Context: an optimization exercise on an open-source flow, tuned for small area. The choices shown serve that exercise and are no tape-out recipe. Where RTL was checked, it was by simulation tests only, not by an equivalence proof against the original.

==> flow/design.v <==
module diwall_top (
    input  logic        clk,
    input  logic        rst_n,
    input  logic [11:0] csr_addr,
    input  logic [31:0] csr_wdata,
    input  logic [63:0] hpm0,
    input  logic [63:0] hpm1,
    input  logic [63:0] hpm2,
    output logic [1:0]  alert,
    output logic        alert_jamming,
    output logic        detect_done,
    output logic        ewma_done,
    output logic        enable_detect,
    output logic [31:0] ewma_rssi
);
  logic armed;    
  logic en;       
  logic an;       
  logic dd;       
  logic init;     
  logic valid;    
  logic jam;      
  logic        v0, v1;      
  logic [30:2] rx;          
  logic        rs;          
  logic [30:0] q;           
  logic        qs;          
  logic        cy;          
  localparam int CUT = 17;
  wire csr_hit  = (csr_addr == 12'h320);
  wire arm_wr   = csr_hit & ~|csr_wdata;
  wire disarm_wr= csr_hit & &csr_wdata;
  wire busy     = en | an | (dd & init);    
  wire start    = armed & disarm_wr;
  wire ld_init  = start & ~init;
  wire ld_sum   = an & init;
  wire gt0 = (|hpm0[63:6]) | (&hpm0[5:3]);
  wire gt1 = (|hpm1[63:10]) | (hpm1[9] & (hpm1[8] | hpm1[7] |
             (hpm1[6] & (hpm1[5] | (hpm1[4] & (hpm1[3] | hpm1[2]))))));
  logic [30:0] op_r, op_a, op_b, s, c, h, g, sum;
  logic [31:0] k;
  always_comb begin
    op_r = {2'b00, rx[30:2]};
    op_a = {1'b0, q[30:1]};
    op_b = {2'b00, q[30:2]};
    s = op_r ^ op_a ^ op_b;
    c = {(op_r[29:0] & op_a[29:0]) | (op_r[29:0] & op_b[29:0]) | (op_a[29:0] & op_b[29:0]), 1'b0};
    h = s ^ c;
    g = s & c;
    k = '0;
    sum[0] = s[0];
    for (int i = 1; i < 31; i += 2) begin
      logic ci;
      ci = (i == CUT) ? cy : k[i];
      k[i+1] = g[i] | (h[i] & ci);
      sum[i] = h[i] ^ ci;
      if (i < 30) begin
        k[i+2]   = g[i+1] | (h[i+1] & g[i]) | (h[i+1] & h[i] & ci);
        sum[i+1] = h[i+1] ^ k[i+1];
      end
    end
  end
  wire all_hi = &{qs, q[30:8]};
  wire above  = all_hi & q[7] & q[6];
  wire ge_lcl = all_hi & q[7] & (q[6] | q[5] | (q[4] & (q[3] | (q[2] & q[1]))));
  wire jam_nx = above | ~ge_lcl;
  always_ff @(posedge clk, negedge rst_n) begin
    if (!rst_n) begin
      armed <= 1'b0;
      en    <= 1'b0;
      an    <= 1'b0;
      dd    <= 1'b0;
      init  <= 1'b0;
      valid <= 1'b0;
      jam   <= 1'b0;
      qs    <= 1'b0;
      q[0]  <= 1'b0;
    end else begin
      armed <= ~busy & (armed ? ~disarm_wr : arm_wr);
      en    <= start;
      an    <= en;
      dd    <= an;
      init  <= init | dd;
      valid <= valid | ld_sum;
      if (dd & init) jam <= jam_nx;
      if (ld_sum) begin
        qs   <= rs;
        q[0] <= sum[0];
      end
    end
  end
  always_ff @(posedge clk) begin
    cy <= k[CUT];
    if (en) begin
      v0 <= gt0;
      v1 <= gt1;
    end
    if (start) begin
      rs <= hpm2[31];
      rx <= hpm2[30:2];
    end
    if (ld_sum) q[30:1] <= sum[30:1];
    else if (ld_init) q[30:1] <= hpm2[30:1];
  end
  assign enable_detect = en;
  assign detect_done   = dd;
  assign ewma_done     = init ? dd : an;
  assign alert         = {dd & v0, dd & v0 & v1};
  assign alert_jamming = jam;
  assign ewma_rssi     = {qs, q[30:1] & {30{valid}}, q[0]};
endmodule
Settings: LEC_CHECK=0, CAP_MARGIN=20, CORE_MARGIN=2, CORE_UTILIZATION=40, SLEW_MARGIN=20; clock period 5.0 ns.
run.sh (not shown) runs the stock make flow with config.mk's settings and CLKGATE_MAP_FILE= SYNTH_SCRIPT=/design/flow/synth_recipe.tcl, a recipe that flattens the netlist after the stock synthesis.
The baseline produced a clean layout.
Next try:
--- a/flow/design.v
+++ b/flow/design.v
@@ -24,43 +24,34 @@
   logic [30:2] rx;          
   logic        rs;          
   logic [30:0] q;           
   logic        qs;          
   logic        cy;          
-  localparam int CUT = 17;
+  localparam int CUT = 16;
   wire csr_hit  = (csr_addr == 12'h320);
   wire arm_wr   = csr_hit & ~|csr_wdata;
   wire disarm_wr= csr_hit & &csr_wdata;
   wire busy     = en | an | (dd & init);    
   wire start    = armed & disarm_wr;
   wire ld_init  = start & ~init;
   wire ld_sum   = an & init;
   wire gt0 = (|hpm0[63:6]) | (&hpm0[5:3]);
   wire gt1 = (|hpm1[63:10]) | (hpm1[9] & (hpm1[8] | hpm1[7] |
              (hpm1[6] & (hpm1[5] | (hpm1[4] & (hpm1[3] | hpm1[2]))))));
-  logic [30:0] op_r, op_a, op_b, s, c, h, g, sum;
+  logic [30:0] op_r, op_a, op_b, s, c, sum;
   logic [31:0] k;
+  logic        k_cut;
   always_comb begin
     op_r = {2'b00, rx[30:2]};
     op_a = {1'b0, q[30:1]};
     op_b = {2'b00, q[30:2]};
     s = op_r ^ op_a ^ op_b;
     c = {(op_r[29:0] & op_a[29:0]) | (op_r[29:0] & op_b[29:0]) | (op_a[29:0] & op_b[29:0]), 1'b0};
-    h = s ^ c;
-    g = s & c;
+    {k_cut, sum[CUT-1:0]} = {1'b0, s[CUT-1:0]} + {1'b0, c[CUT-1:0]};
+    sum[30:CUT] = s[30:CUT] + c[30:CUT] + {{(30-CUT){1'b0}}, cy};
     k = '0;
-    sum[0] = s[0];
-    for (int i = 1; i < 31; i += 2) begin
-      logic ci;
-      ci = (i == CUT) ? cy : k[i];
-      k[i+1] = g[i] | (h[i] & ci);
-      sum[i] = h[i] ^ ci;
-      if (i < 30) begin
-        k[i+2]   = g[i+1] | (h[i+1] & g[i]) | (h[i+1] & h[i] & ci);
-        sum[i+1] = h[i+1] ^ k[i+1];
-      end
-    end
+    k[CUT] = k_cut;
   end
   wire all_hi = &{qs, q[30:8]};
   wire above  = all_hi & q[7] & q[6];
   wire ge_lcl = all_hi & q[7] & (q[6] | q[5] | (q[4] & (q[3] | (q[2] & q[1]))));
   wire jam_nx = above | ~ge_lcl;
Effect:
- The changed run finished with timing, DRC and antenna clean
- clock skew goes up by 0.0030 ns
- worst setup slack gains 0.38 ns
- die area goes up by 5.4%
- synthesized cell count goes up by 16%
- wire length goes up by 15%
Function not checked in the second run of this note: the RTL went through the layout flow alone.

-- separate check: timing with driven ports --
How much do the figures lean on ideal ports? The routed layouts below were timed once more, with nothing changed but the port constraints.
Step 1 assumes that a clkbuf_16 drives the clock port and a buf_2 every other input.
Step 2, shift: input delay + t, output delay - t, t = (earliest + latest rising clock arrival at the registers) / 2. This alone moves slack from input paths to output paths.
Three values: no drivers, after step 1, after step 2; two values: the first two.
run | shift t [ns] | setup WS [ns] | worst register clock-pin slew, ns
the first run | 0.363 | 1.186 / 1.186 / 1.186 | 0.06 / 0.06
the second run | 0.373 | 1.564 / 1.578 / 1.205 | 0.06 / 0.06
After both steps setup and hold are still met in every run listed. For the second run, which loses most, drivers alone change the setup slack by +0.014 ns; drivers and shift together by -0.359 ns.
